Context: an optimization exercise on an open-source flow, tuned for small area. The choices shown serve that exercise and are no tape-out recipe.
Where RTL was checked, it was by simulation tests only, not by an equivalence proof against the original.
The flow treats the clock pin as an ideal source, which a real chip does not have.
Power is estimated from default activity; no workload was simulated.

## v20
## Top_module
module Top_module(
    input clk_i,
    input rst_i,
    input button_hr_i,
    input button_min_i,
    input button_test_i,
    output [7:0] led7_an_o,
    output [7:0] led7_seg_o
    );
clock: 10.0 ns
lec_check: 0
cap_margin: 20
core_margin: 2
core_utilization: 65
place_density: 0.75
slew_margin: 20
run.sh (not shown) runs the stock make flow with config.mk's settings and CLKGATE_MAP_FILE= SYNTH_SCRIPT=/design/flow/synth_recipe.tcl, a recipe that flattens the netlist after the stock synthesis.
v20 finished end to end and its layout was clean on timing, DRC and antenna.
Here is what was changed in the inputs of v35 compared with v20.
# v20
export LEC_CHECK = 0
export CAP_MARGIN = 20
export CORE_MARGIN = 2
export CORE_UTILIZATION = 65
export PLACE_DENSITY = 0.75
export SLEW_MARGIN = 20
create_clock -name core_clock -period 10.0 [get_ports {clk_i}]
# v35
export LEC_CHECK = 0
export CAP_MARGIN = 20
export CORE_MARGIN = 2
export CORE_UTILIZATION = 40
export SLEW_MARGIN = 20
create_clock -name core_clock -period 10.0 [get_ports {clk_i}]
### Flow results
- Number of detailed-routing iterations run before antenna repair, v35 and v20: higher on v35
- Summary of v35 over v20: multi-input gate share of the layout cell area saw a decrease; via count of the first global-routing pass down 56; overall via count from detail_route saw a decrease; time the worst path needs with I/O delays and setup now larger; width of the chip higher.

========
Another version of the RTL of Top_module (not shown whole).
Size: ~92 flip-flops, roughly 21 I/O pins, roughly 3300 um^2 of cells after synthesis.
==> flow/config.mk <==
export PLATFORM = sky130hd
export DESIGN_NAME = Top_module
export DESIGN_NICKNAME = Top_module
export VERILOG_FILES = /design/flow/design.v
export SDC_FILE = /design/flow/constraint.sdc
export NUM_CORES = 4
export LEC_CHECK = 0
export CAP_MARGIN = 20
export CORE_MARGIN = 2
export CORE_UTILIZATION = 60
export PLACE_DENSITY = 0.85
export SLEW_MARGIN = 20
==> flow/constraint.sdc <==
create_clock -name core_clock -period 10.0 [get_ports {clk_i}]
set_input_delay 2.0000 -clock core_clock [delete_from_list [all_inputs] [get_ports {clk_i}]]
set_output_delay 2.0000 -clock core_clock [all_outputs]
set_load 0.01 [all_outputs]
standard.sh (not shown) runs the stock make flow with config.mk's settings and CLKGATE_MAP_FILE= SYNTH_SCRIPT=/design/flow/synth_recipe.tcl, a recipe that flattens the netlist after the stock synthesis.
==> flow/flow/run.sh <==
#!/bin/bash
# Own layout flow: the standard layout (standard.sh) with these changes:
#  - synthesis maps logic with an area-oriented ABC script (flow/area.abc) and skips the
#    adder extraction; registers are inferred and mapped exactly as in the standard synthesis
#  - ports are buffered with the smallest buffer cell; tie cells are not split per load
#  - the clock tree is built by flow/cts_pre.tcl before CTS (MCT_NLEAF leaf buffers, each
#    driving the registers of one region of the placement, optionally behind one root buffer);
#    TritonCTS then finds the clock already buffered and adds nothing
# make's full output goes to make.log in the work folder; ORFS's per-step logs are under orfs/logs.
set -euo pipefail
HERE=$(pwd)
export MY_ABC_SCRIPT="$HERE/flow/area.abc"
export MCT_CLOCK_PORT=clk_i
export MCT_LEAF=sky130_fd_sc_hd__clkbuf_4
export MCT_NLEAF=9
export MCT_ROOT=sky130_fd_sc_hd__clkbuf_2
bash standard.sh \
  "SYNTH_SCRIPT=$HERE/flow/synth.tcl" \
  "ADDER_MAP_FILE=" \
  "SKIP_REPAIR_TIE_FANOUT=1" \
  "BUFFER_PORTS_ARGS=-buffer_cell sky130_fd_sc_hd__buf_1" \
  "PRE_CTS_TCL=$HERE/flow/cts_pre.tcl" \
  "CTS_ARGS=-sink_clustering_enable -repair_clock_nets -dont_use_dummy_load" \
  finish > "$HERE/make.log" 2>&1
==> flow/flow/area.abc <==
&get -n
&st
&deepsyn -T 30
&dch -f
&nf -R 1000 -p
&put
mfs2
strash
&get -n
&dch -f
&nf -R 1000 -p
&put
mfs2
strash
&get -n
&dch -f
&nf -R 1000 -p
&put
==> flow/flow/cts_pre.tcl <==
# Manual clock buffering: the clock sinks are split into groups by position (recursive
# bisection of the placement, alternating x and y, into groups of nearly equal size), one clock buffer per group at its centroid.
proc mct_split {items axis ngroup} {
  if {$ngroup <= 1} { return [list $items] }
  set s [lsort -integer -index $axis $items]
  set ga [expr {$ngroup / 2}]
  set h [expr {[llength $s] * $ga / $ngroup}]
  set na [expr {1 - $axis}]
  return [concat [mct_split [lrange $s 0 [expr {$h - 1}]] $na $ga] \
                 [mct_split [lrange $s $h end] $na [expr {$ngroup - $ga}]]]
}
proc manual_clock_tree {clknet buf ngroup} {
  set items {}
  foreach p [get_pins -of_objects [get_nets $clknet]] {
    if {[get_property $p direction] != "input"} { continue }
    set loc [[[sta::sta_to_db_pin $p] getInst] getLocation]
    lappend items [list [lindex $loc 0] [lindex $loc 1] [get_full_name $p]]
  }
  # split along the longer side first
  set xs [lsort -integer [lmap it $items {lindex $it 0}]]
  set ys [lsort -integer [lmap it $items {lindex $it 1}]]
  set axis [expr {([lindex $xs end] - [lindex $xs 0]) >= ([lindex $ys end] - [lindex $ys 0]) ? 0 : 1}]
  set g 0
  foreach grp [mct_split $items $axis $ngroup] {
    set sx 0; set sy 0; set names {}
    foreach it $grp { set sx [expr {$sx + [lindex $it 0]}]; set sy [expr {$sy + [lindex $it 1]}]; lappend names [lindex $it 2] }
    set k [llength $grp]
    set dbu [[ord::get_db_block] getDbUnitsPerMicron]
    set x [expr {double($sx) / $k / $dbu}]; set y [expr {double($sy) / $k / $dbu}]
    insert_buffer -buffer_cell $buf -net $clknet -load_pins [get_pins $names] -location [list $x $y] -buffer_name "clkman_$g" -net_name "clkman_net_$g"
    incr g
  }
}

# MCT_LEAF: leaf clock buffer cell, MCT_NLEAF: number of leaf buffers,
# MCT_ROOT (optional): one root buffer cell between the clock port and the leaf buffers.
set clknet $::env(MCT_CLOCK_PORT)
manual_clock_tree $clknet $::env(MCT_LEAF) $::env(MCT_NLEAF)
if {[info exists ::env(MCT_ROOT)] && $::env(MCT_ROOT) ne ""} {
  set loads {}
  foreach p [get_pins -of_objects [get_nets $clknet]] {
    if {[get_property $p direction] == "input"} { lappend loads $p }
  }
  set sx 0; set sy 0
  foreach p $loads { set loc [[[sta::sta_to_db_pin $p] getInst] getLocation]; set sx [expr {$sx + [lindex $loc 0]}]; set sy [expr {$sy + [lindex $loc 1]}] }
  set dbu [[ord::get_db_block] getDbUnitsPerMicron]
  set k [llength $loads]
  insert_buffer -buffer_cell $::env(MCT_ROOT) -net $clknet -load_pins $loads -location [list [expr {double($sx)/$k/$dbu}] [expr {double($sy)/$k/$dbu}]] -buffer_name clkman_root -net_name clkman_root_net
}
Other scripts of this flow, unchanged in this note and not shown: flow/flow/synth.tcl
Then changed:
--- a/flow/flow/run.sh
+++ b/flow/flow/run.sh
@@ -15 +15 @@
-export MCT_NLEAF=9
+export MCT_NLEAF=10
==> flow/flow/area.abc (replaced) <==
&get -n
&st
&deepsyn -T 30
&dch -f
&nf -R 1000
&put
mfs2
strash
&get -n
&dch -f
&nf -R 1000
&put
The changed run finished clean.
Synthesized cell count increases by about 1.5%.
Clock skew increases by 0.0031 ns.
Register-to-register slack gains 0.02 ns.
Then changed:
==> flow/flow/area.abc (replaced) <==
&get -n
&st
&deepsyn -T 30
&dch -f
&nf -R 1000 -p
&put
mfs2
strash
&get -n
&dch -f
&nf -R 1000 -p
&put
mfs2
strash
&get -n
&dch -f
&nf -R 1000 -p
&put
Utilization rose by 2.0 points.
Total power rose by 13%.
Hold slack is about the same.
Worst setup slack degrades by 0.047 ns.
Critical path depth is unchanged.
Maximum frequency fell by about 1.2%.
Design area fell by about 0.75%.

========
## the baseline
The RTL this note starts from:
==> flow/design.v <==
`timescale 1ns / 1ps
module Seven_seg_decoder(
    input [3:0] input_digit,
    output reg [7:1] seg_set
    );
    always @(*)
    begin
        case(input_digit)
            0: seg_set = 7'b0000001;
            1: seg_set = 7'b1001111;
            2: seg_set = 7'b0010010;
            3: seg_set = 7'b0000110;
            4: seg_set = 7'b1001100;
            5: seg_set = 7'b0100100;
            6: seg_set = 7'b1100000;
            7: seg_set = 7'b0001111;
            8: seg_set = 7'b0000000;
            9: seg_set = 7'b0001100;
            default: seg_set = 7'b1111111;
        endcase
    end
endmodule
`timescale 1ns / 1ps
module Debouncer #(parameter [8:0] KV = 9'b000000011) (
    input clk_i,
    input rst_i,
    input button,
    output pulse
    );
    localparam [8:0] TV = 9'b010000111;    
    localparam [8:0] INV = 9'b010101010;
    reg P, C;
    reg [8:0] q;
    wire [8:0] c = q ^ INV;
    wire tc = (c == TV);
    always @(posedge clk_i or posedge rst_i)
    begin
        if(rst_i)
        begin
            P <= 1'b0;
            C <= 1'b0;
        end
        else
        begin
            P <= P ^ (C & tc);
            C <= C ? ~tc : (P ^ button);
        end
    end
    always @(posedge clk_i)
        q <= (C ? {c[7:0], ~(c[8] ^ c[4])} : {8'b0, ~P}) ^ INV;
    assign pulse = C & ~P & (c == KV);
endmodule
`timescale 1ns / 1ps
module Main_clock(
    input clk_i,
    input rst_i,
    input t_pulse,       
    input h_pulse,       
    input m_pulse,       
    output reg [3:0] hr_left,
    output reg [3:0] hr_right,
    output reg [2:0] min_left,
    output reg [3:0] min_right
    );
    localparam [14:0] INV = 15'b010101010101010;
    localparam [14:0] LV = 15'b101010101010101;
    localparam [14:0] TF = 15'b111010101001010;
    localparam [14:0] MF = 15'b000000000110000;
    localparam [14:0] TS = 15'b101001010010011;
    localparam [14:0] MS = 15'b101011111111011;
    reg mode;
    reg ph, pm;
    reg [14:0] tq;
    wire [14:0] tc = tq ^ INV;
    reg [5:0] seconds;
    wire ht = t_pulse;
    wire hh = ph & ~ht;
    wire hm = pm & ~ht & ~ph;
    wire tick = ~ht & (mode ? ((tc & MF) == (TF & MF)) : ((tc & MS) == (TS & MS)));
    wire A = &seconds[5:2];                        
    wire B = ~A & (min_right == 4'd10);
    wire Cc = ~A & ~B & min_left[2] & min_left[1];  
    wire D = ~A & ~B & ~Cc & (hr_right == 4'd10);
    wire E = ~A & ~B & ~Cc & ~D & (hr_left == 4'd2) & (hr_right == 4'd4);
    always @(posedge clk_i or posedge rst_i)
    begin
        if(rst_i)
        begin
            mode <= 1'b0;
            ph <= 1'b0;
            pm <= 1'b0;
            tq <= 15'd0;
            seconds <= 6'd0;
            hr_left <= 4'd0;
            hr_right <= 4'd0;
            min_left <= 3'd0;
            min_right <= 4'd0;
        end
        else
        begin
            mode <= mode ^ ht;
            ph <= h_pulse | (ph & ht);
            pm <= m_pulse | (pm & (ht | ph));
            tq <= ((tick | ht) ? LV : {tc[13:0], ~(tc[14] ^ tc[6])}) ^ INV;
            seconds <= A ? 6'd0 : seconds + {5'd0, tick};
            min_right <= B ? 4'd0 : (A | hm) ? min_right + 4'd1 : min_right;
            min_left <= B ? min_left + 3'd1 : Cc ? 3'd0 : min_left;
            hr_right <= (D | E) ? 4'd0 : (Cc | hh) ? hr_right + 4'd1 : hr_right;
            hr_left <= D ? hr_left + 4'd1 : E ? 4'd0 : hr_left;
        end
    end
endmodule
`timescale 1ns / 1ps
module Display_driver(
    input clk_i,
    input rst_i,
    input [3:0] hr_left,
    input [3:0] hr_right,
    input [2:0] min_left,
    input [3:0] min_right,
    output [7:0] led7_an_o,
    output [7:0] led7_seg_o
    );
    localparam [5:0] T50 = 6'b010001;
    localparam [5:0] R50 = 6'b110001;
    reg [5:0] c50;
    reg [8:0] r;         
    reg blink;
    reg started;
    reg [3:0] d;         
    wire refresh = (c50 == T50);
    wire wrap = &r;
    reg [3:0] dsel;
    always @(*)
        case (r[1:0])
            2'd0: dsel = hr_left;
            2'd1: dsel = hr_right;
            2'd2: dsel = {1'b0, min_left};
            default: dsel = min_right;
        endcase
    always @(posedge clk_i or posedge rst_i)
    begin
        if(rst_i)
        begin
            c50 <= R50;
            r <= 9'd112;
            blink <= 1'b0;
            started <= 1'b0;
        end
        else
        begin
            c50 <= {c50[4:0], ~(c50[5] ^ c50[0]) ^ refresh};
            if (refresh)
                r <= wrap ? 9'd112 : r + 9'd1;
            blink <= blink ^ (refresh & wrap);
            started <= started | refresh;
        end
    end
    always @(posedge clk_i)
        if (refresh)
            d <= dsel;
    wire [7:1] seg;
    Seven_seg_decoder dec(d, seg);
    assign led7_an_o[7:4] = 4'b1111;
    assign led7_an_o[3] = started & (r[1:0] != 2'd1);
    assign led7_an_o[2] = started & (r[1:0] != 2'd2);
    assign led7_an_o[1] = started & (r[1:0] != 2'd3);
    assign led7_an_o[0] = started & (r[1:0] != 2'd0);
    assign led7_seg_o[7:1] = started ? seg : 7'd0;
    assign led7_seg_o[0] = started & ((r[1:0] != 2'd2) | blink);
endmodule
`timescale 1ns / 1ps
module Top_module(
    input clk_i,
    input rst_i,
    input button_hr_i,
    input button_min_i,
    input button_test_i,
    output [7:0] led7_an_o,
    output [7:0] led7_seg_o
    );
    wire [3:0] hr_left;
    wire [3:0] hr_right;
    wire [2:0] min_left;
    wire [3:0] min_right;
    wire h_pulse, m_pulse, t_pulse;
    Debouncer #(.KV(9'b000000011)) hr_up(.clk_i(clk_i), .rst_i(rst_i), .button(button_hr_i), .pulse(h_pulse));
    Debouncer #(.KV(9'b000000011)) min_up(.clk_i(clk_i), .rst_i(rst_i), .button(button_min_i), .pulse(m_pulse));
    Debouncer #(.KV(9'b000000111)) testing(.clk_i(clk_i), .rst_i(rst_i), .button(button_test_i), .pulse(t_pulse));
    Main_clock Clock(.clk_i(clk_i), .rst_i(rst_i), .t_pulse(t_pulse), .h_pulse(h_pulse), .m_pulse(m_pulse), .hr_left(hr_left), .hr_right(hr_right), .min_left(min_left), .min_right(min_right));
    Display_driver Display(.clk_i(clk_i), .rst_i(rst_i), .hr_left(hr_left), .hr_right(hr_right), .min_left(min_left), .min_right(min_right), .led7_an_o(led7_an_o), .led7_seg_o(led7_seg_o));
endmodule
clock: 10.0 ns
lec_check: 0
cap_margin: 20
core_margin: 2
core_utilization: 50
cts_buf_list: sky130_fd_sc_hd__clkbuf_4 sky130_fd_sc_hd__clkbuf_8
cts_cluster_size: 15
place_density: 0.65
slew_margin: 20
run.sh (not shown) runs the stock make flow with config.mk's settings and CLKGATE_MAP_FILE= SYNTH_SCRIPT=/design/flow/synth_recipe.tcl, a recipe that flattens the netlist after the stock synthesis.
Stock flow here: none of the scripts above is used.
The baseline: full flow OK, the timing, design-rule and antenna checks passed
The inputs of the candidate differ from those of the baseline as listed below.
Settings: a change of CTS_CLUSTER_SIZE from 15 to 25; a change of CTS_BUF_LIST from sky130_fd_sc_hd__clkbuf_4 sky130_fd_sc_hd__clkbuf_8 to sky130_fd_sc_hd__clkbuf_8; an added CTS_CLUSTER_DIAMETER of 60.
Findings:
- Between the candidate and the baseline, the difference in via count is negligible.
- The baseline -> the candidate: post-place instance area delta 0, exact match
- | area of the core region | the candidate vs the baseline | ≈ equal |
- Between the candidate and the baseline, the difference in shortest clock period the worst path allows after layout is negligible.
- Detail-routed via count per cell across the candidate and the baseline: no real change.
- Against the baseline, the candidate comes in 1 lower on number of clock buffers in the layout.
- On smallest hold slack, the candidate and the baseline are neck and neck.
Function was not checked in any run of this note: the RTL went through the layout flow alone.

========
v38:
Top_module, a different RTL version from the one above (not shown whole).
Size: roughly 93 flip-flops, roughly 21 I/O pins, ~3300 um2 of cells after synthesis.
clock: 10.0 ns
lec_check: 0
cap_margin: 20
core_margin: 2
core_utilization: 40
slew_margin: 20
standard.sh (not shown) runs the stock make flow with config.mk's settings and CLKGATE_MAP_FILE= SYNTH_SCRIPT=/design/flow/synth_recipe.tcl, a recipe that flattens the netlist after the stock synthesis.
==> flow/flow/run.sh <==
#!/bin/bash
# Own layout flow: the standard layout (standard.sh) with these changes:
#  - synthesis maps logic with an area-oriented ABC script (flow/area.abc) and skips the
#    adder extraction; registers are inferred and mapped exactly as in the standard synthesis
#  - ports are buffered with the smallest buffer cell
#  - the clock tree is built by flow/cts_pre.tcl before CTS (2^MCT_DEPTH leaf buffers, each
#    driving the registers of one region of the placement, optionally behind one root buffer);
#    TritonCTS then finds the clock already buffered and adds nothing
# make's full output goes to make.log in the work folder; ORFS's per-step logs are under orfs/logs.
set -euo pipefail
HERE=$(pwd)
export MY_ABC_SCRIPT="$HERE/flow/area.abc"
export MCT_CLOCK_PORT=clk_i
export MCT_LEAF=sky130_fd_sc_hd__clkbuf_16
export MCT_DEPTH=2
export MCT_ROOT=
bash standard.sh \
  "SYNTH_SCRIPT=$HERE/flow/synth.tcl" \
  "ADDER_MAP_FILE=" \
  "BUFFER_PORTS_ARGS=-buffer_cell sky130_fd_sc_hd__buf_1" \
  "PRE_CTS_TCL=$HERE/flow/cts_pre.tcl" \
  "CTS_ARGS=-sink_clustering_enable -repair_clock_nets -dont_use_dummy_load" \
  finish > "$HERE/make.log" 2>&1
==> flow/flow/cts_pre.tcl <==
# Manual clock buffering: the clock sinks are split into groups by position (recursive
# bisection of the placement, alternating x and y), one clock buffer per group at its centroid.
proc mct_split {items axis depth} {
  if {$depth == 0} { return [list $items] }
  set s [lsort -integer -index $axis $items]
  set h [expr {[llength $s] / 2}]
  set na [expr {1 - $axis}]
  return [concat [mct_split [lrange $s 0 [expr {$h - 1}]] $na [expr {$depth - 1}]] \
                 [mct_split [lrange $s $h end] $na [expr {$depth - 1}]]]
}
proc manual_clock_tree {clknet buf depth} {
  set items {}
  foreach p [get_pins -of_objects [get_nets $clknet]] {
    if {[get_property $p direction] != "input"} { continue }
    set loc [[[sta::sta_to_db_pin $p] getInst] getLocation]
    lappend items [list [lindex $loc 0] [lindex $loc 1] [get_full_name $p]]
  }
  # split along the longer side first
  set xs [lsort -integer [lmap it $items {lindex $it 0}]]
  set ys [lsort -integer [lmap it $items {lindex $it 1}]]
  set axis [expr {([lindex $xs end] - [lindex $xs 0]) >= ([lindex $ys end] - [lindex $ys 0]) ? 0 : 1}]
  set g 0
  foreach grp [mct_split $items $axis $depth] {
    set sx 0; set sy 0; set names {}
    foreach it $grp { set sx [expr {$sx + [lindex $it 0]}]; set sy [expr {$sy + [lindex $it 1]}]; lappend names [lindex $it 2] }
    set k [llength $grp]
    set dbu [[ord::get_db_block] getDbUnitsPerMicron]
    set x [expr {double($sx) / $k / $dbu}]; set y [expr {double($sy) / $k / $dbu}]
    insert_buffer -buffer_cell $buf -net $clknet -load_pins [get_pins $names] -location [list $x $y] -buffer_name "clkman_$g" -net_name "clkman_net_$g"
    incr g
  }
}

# MCT_LEAF: leaf clock buffer cell, MCT_DEPTH: 2^depth leaf buffers,
# MCT_ROOT (optional): one root buffer cell between the clock port and the leaf buffers.
set clknet $::env(MCT_CLOCK_PORT)
manual_clock_tree $clknet $::env(MCT_LEAF) $::env(MCT_DEPTH)
if {[info exists ::env(MCT_ROOT)] && $::env(MCT_ROOT) ne ""} {
  set loads {}
  foreach p [get_pins -of_objects [get_nets $clknet]] {
    if {[get_property $p direction] == "input"} { lappend loads $p }
  }
  set sx 0; set sy 0
  foreach p $loads { set loc [[[sta::sta_to_db_pin $p] getInst] getLocation]; set sx [expr {$sx + [lindex $loc 0]}]; set sy [expr {$sy + [lindex $loc 1]}] }
  set dbu [[ord::get_db_block] getDbUnitsPerMicron]
  set k [llength $loads]
  insert_buffer -buffer_cell $::env(MCT_ROOT) -net $clknet -load_pins $loads -location [list [expr {double($sx)/$k/$dbu}] [expr {double($sy)/$k/$dbu}]] -buffer_name clkman_root -net_name clkman_root_net
}
Other scripts of this flow, unchanged in this note and not shown: flow/flow/area.abc, flow/flow/synth.tcl
> inputs changed (v38 -> v34)
# v38
export LEC_CHECK = 0
export CAP_MARGIN = 20
export CORE_MARGIN = 2
export CORE_UTILIZATION = 40
export SLEW_MARGIN = 20
create_clock -name core_clock -period 10.0 [get_ports {clk_i}]
# v34
export LEC_CHECK = 0
export CAP_MARGIN = 20
export CORE_MARGIN = 2
export CORE_UTILIZATION = 60
export PLACE_DENSITY = 0.85
export SLEW_MARGIN = 20
create_clock -name core_clock -period 10.0 [get_ports {clk_i}]
diff --git a/flow/flow/run.sh b/flow/flow/run.sh
--- a/flow/flow/run.sh
+++ b/flow/flow/run.sh
@@ -5,3 +5,3 @@
 #  - ports are buffered with the smallest buffer cell
-#  - the clock tree is built by flow/cts_pre.tcl before CTS (2^MCT_DEPTH leaf buffers, each
+#  - the clock tree is built by flow/cts_pre.tcl before CTS (MCT_NLEAF leaf buffers, each
 #    driving the registers of one region of the placement, optionally behind one root buffer);
@@ -13,5 +13,5 @@
 export MCT_CLOCK_PORT=clk_i
-export MCT_LEAF=sky130_fd_sc_hd__clkbuf_16
-export MCT_DEPTH=2
-export MCT_ROOT=
+export MCT_LEAF=sky130_fd_sc_hd__clkbuf_4
+export MCT_NLEAF=10
+export MCT_ROOT=sky130_fd_sc_hd__clkbuf_2
 bash standard.sh \
diff --git a/flow/flow/cts_pre.tcl b/flow/flow/cts_pre.tcl
--- a/flow/flow/cts_pre.tcl
+++ b/flow/flow/cts_pre.tcl
@@ -1,12 +1,13 @@
 # Manual clock buffering: the clock sinks are split into groups by position (recursive
-# bisection of the placement, alternating x and y), one clock buffer per group at its centroid.
-proc mct_split {items axis depth} {
-  if {$depth == 0} { return [list $items] }
+# bisection of the placement, alternating x and y, into groups of nearly equal size), one clock buffer per group at its centroid.
+proc mct_split {items axis ngroup} {
+  if {$ngroup <= 1} { return [list $items] }
   set s [lsort -integer -index $axis $items]
-  set h [expr {[llength $s] / 2}]
+  set ga [expr {$ngroup / 2}]
+  set h [expr {[llength $s] * $ga / $ngroup}]
   set na [expr {1 - $axis}]
-  return [concat [mct_split [lrange $s 0 [expr {$h - 1}]] $na [expr {$depth - 1}]] \
-                 [mct_split [lrange $s $h end] $na [expr {$depth - 1}]]]
+  return [concat [mct_split [lrange $s 0 [expr {$h - 1}]] $na $ga] \
+                 [mct_split [lrange $s $h end] $na [expr {$ngroup - $ga}]]]
 }
-proc manual_clock_tree {clknet buf depth} {
+proc manual_clock_tree {clknet buf ngroup} {
   set items {}
@@ -22,3 +23,3 @@
   set g 0
-  foreach grp [mct_split $items $axis $depth] {
+  foreach grp [mct_split $items $axis $ngroup] {
     set sx 0; set sy 0; set names {}
@@ -33,6 +34,6 @@
 
-# MCT_LEAF: leaf clock buffer cell, MCT_DEPTH: 2^depth leaf buffers,
+# MCT_LEAF: leaf clock buffer cell, MCT_NLEAF: number of leaf buffers,
 # MCT_ROOT (optional): one root buffer cell between the clock port and the leaf buffers.
 set clknet $::env(MCT_CLOCK_PORT)
-manual_clock_tree $clknet $::env(MCT_LEAF) $::env(MCT_DEPTH)
+manual_clock_tree $clknet $::env(MCT_LEAF) $::env(MCT_NLEAF)
 if {[info exists ::env(MCT_ROOT)] && $::env(MCT_ROOT) ne ""} {
--- outcome ---
For final worst clock skew, v38 and v34 come out practically identical.
Post-place instance area for v34: 41 um2 down relative to v38
Launch point of the worst path: Display.d[0] -> v34, Display.d[2] -> v38
v34 vs. v38: routed length on met1 decreased by 70 um relative to the old numbers; largest net degree at the start of global routing decreased by 8 relative to the old numbers; worst hold-check slack increased by 7.8 ps relative to the old numbers; area of the die decreased by 2900 um2 relative to the old numbers; minimum setup slack in the final design decreased by 330 ps relative to the old numbers.
v34 vs v38: detail-routed via count per cell up by a little under 10%
Re met2 routing resource usage after global routing: v34 and v38 aren't equal, and the higher value belongs to v34.
Side by side, shortest period the worst path allows turned out higher in v34 than in v38.
Share of the final layout cell area in multi-input gates in v34 is 0.64 points above v38.
What v10 does differently from v34 at the input level:
diff --git a/flow/flow/run.sh b/flow/flow/run.sh
--- a/flow/flow/run.sh
+++ b/flow/flow/run.sh
@@ -5,3 +5,3 @@
 #  - ports are buffered with the smallest buffer cell
-#  - the clock tree is built by flow/cts_pre.tcl before CTS (MCT_NLEAF leaf buffers, each
+#  - the clock tree is built by flow/cts_pre.tcl before CTS (2^MCT_DEPTH leaf buffers, each
 #    driving the registers of one region of the placement, optionally behind one root buffer);
@@ -14,3 +14,3 @@
 export MCT_LEAF=sky130_fd_sc_hd__clkbuf_4
-export MCT_NLEAF=10
+export MCT_DEPTH=3
 export MCT_ROOT=sky130_fd_sc_hd__clkbuf_2
diff --git a/flow/flow/cts_pre.tcl b/flow/flow/cts_pre.tcl
--- a/flow/flow/cts_pre.tcl
+++ b/flow/flow/cts_pre.tcl
@@ -1,13 +1,12 @@
 # Manual clock buffering: the clock sinks are split into groups by position (recursive
-# bisection of the placement, alternating x and y, into groups of nearly equal size), one clock buffer per group at its centroid.
-proc mct_split {items axis ngroup} {
-  if {$ngroup <= 1} { return [list $items] }
+# bisection of the placement, alternating x and y), one clock buffer per group at its centroid.
+proc mct_split {items axis depth} {
+  if {$depth == 0} { return [list $items] }
   set s [lsort -integer -index $axis $items]
-  set ga [expr {$ngroup / 2}]
-  set h [expr {[llength $s] * $ga / $ngroup}]
+  set h [expr {[llength $s] / 2}]
   set na [expr {1 - $axis}]
-  return [concat [mct_split [lrange $s 0 [expr {$h - 1}]] $na $ga] \
-                 [mct_split [lrange $s $h end] $na [expr {$ngroup - $ga}]]]
+  return [concat [mct_split [lrange $s 0 [expr {$h - 1}]] $na [expr {$depth - 1}]] \
+                 [mct_split [lrange $s $h end] $na [expr {$depth - 1}]]]
 }
-proc manual_clock_tree {clknet buf ngroup} {
+proc manual_clock_tree {clknet buf depth} {
   set items {}
@@ -23,3 +22,3 @@
   set g 0
-  foreach grp [mct_split $items $axis $ngroup] {
+  foreach grp [mct_split $items $axis $depth] {
     set sx 0; set sy 0; set names {}
@@ -34,6 +33,6 @@
 
-# MCT_LEAF: leaf clock buffer cell, MCT_NLEAF: number of leaf buffers,
+# MCT_LEAF: leaf clock buffer cell, MCT_DEPTH: 2^depth leaf buffers,
 # MCT_ROOT (optional): one root buffer cell between the clock port and the leaf buffers.
 set clknet $::env(MCT_CLOCK_PORT)
-manual_clock_tree $clknet $::env(MCT_LEAF) $::env(MCT_NLEAF)
+manual_clock_tree $clknet $::env(MCT_LEAF) $::env(MCT_DEPTH)
 if {[info exists ::env(MCT_ROOT)] && $::env(MCT_ROOT) ne ""} {
==> comparison <==
Min clock skew across v34 and v10: v34. v10 vs v34 — amount of wire on met2 after detailed routing rose about 0.5%. Changes observed in v10 relative to v34: first-pass GRT wire length essentially unchanged, clock latency on the worst-skew pair decreased 20 ps. Design area (v10 over v34): decrease, about 0.4%. ~same number of inserted filler cells in the final layout in v34 and v10. Diff v34..v10 | number of cells produced by synthesis | unchanged.

-- what the ideal ports hide --
The results above use ideal ports. As a check the final layouts listed here were re-extracted and re-timed, cells and wires unchanged.
Step 1 (the two cells are an assumption about what drives the block):
set clk [get_ports {clk_i}]
set_driving_cell -lib_cell sky130_fd_sc_hd__clkbuf_16 $clk
set_driving_cell -lib_cell sky130_fd_sc_hd__buf_2 [delete_from_list [all_inputs] $clk]
Step 2 times the ports against the registers' clock, not the clock port: input delays grow and output delays shrink by t, the midpoint of the rising clock arrivals with the driver on.
Slacks: ideal / step 1 / step 2; pairs: ideal / step 1.
run | shift t [ns] | slack for setup (ns) | latest minus earliest clock arrival (ns) | slew at the worst register clock pin (ns) | pins driven straight from the clock port
v20 | 0.369 | 6.147 / 6.119 / 6.488 | 0.011 / 0.011 | 0.09 / 0.09 | 1
v35 | 0.400 | 6.135 / 6.101 / 6.501 | 0.012 / 0.013 | 0.10 / 0.10 | 1
the first run of note 2 | 0.522 | 5.978 / 5.956 / 6.477 | 0.013 / 0.013 | 0.11 / 0.11 | 1
the second run of note 2 | 0.552 | 5.973 / 5.947 / 6.499 | 0.016 / 0.016 | 0.10 / 0.10 | 1
the third run of note 2 | 0.569 | 5.926 / 5.903 / 6.472 | 0.013 / 0.013 | 0.10 / 0.10 | 1
the baseline | 0.390 | 6.065 / 6.033 / 6.423 | 0.011 / 0.010 | 0.10 / 0.10 | 1
the candidate | 0.391 | 6.064 / 6.032 / 6.422 | 0.012 / 0.011 | 0.11 / 0.11 | 1
v38 | 0.224 | 6.573 / 6.500 / 6.604 | 0.012 / 0.011 | 0.09 / 0.09 | 4
v34 | 0.534 | 6.243 / 6.219 / 6.536 | 0.012 / 0.012 | 0.10 / 0.10 | 1
v10 | 0.516 | 6.244 / 6.220 / 6.532 | 0.017 / 0.017 | 0.12 / 0.12 | 1
After both steps every run listed still meets setup and hold.
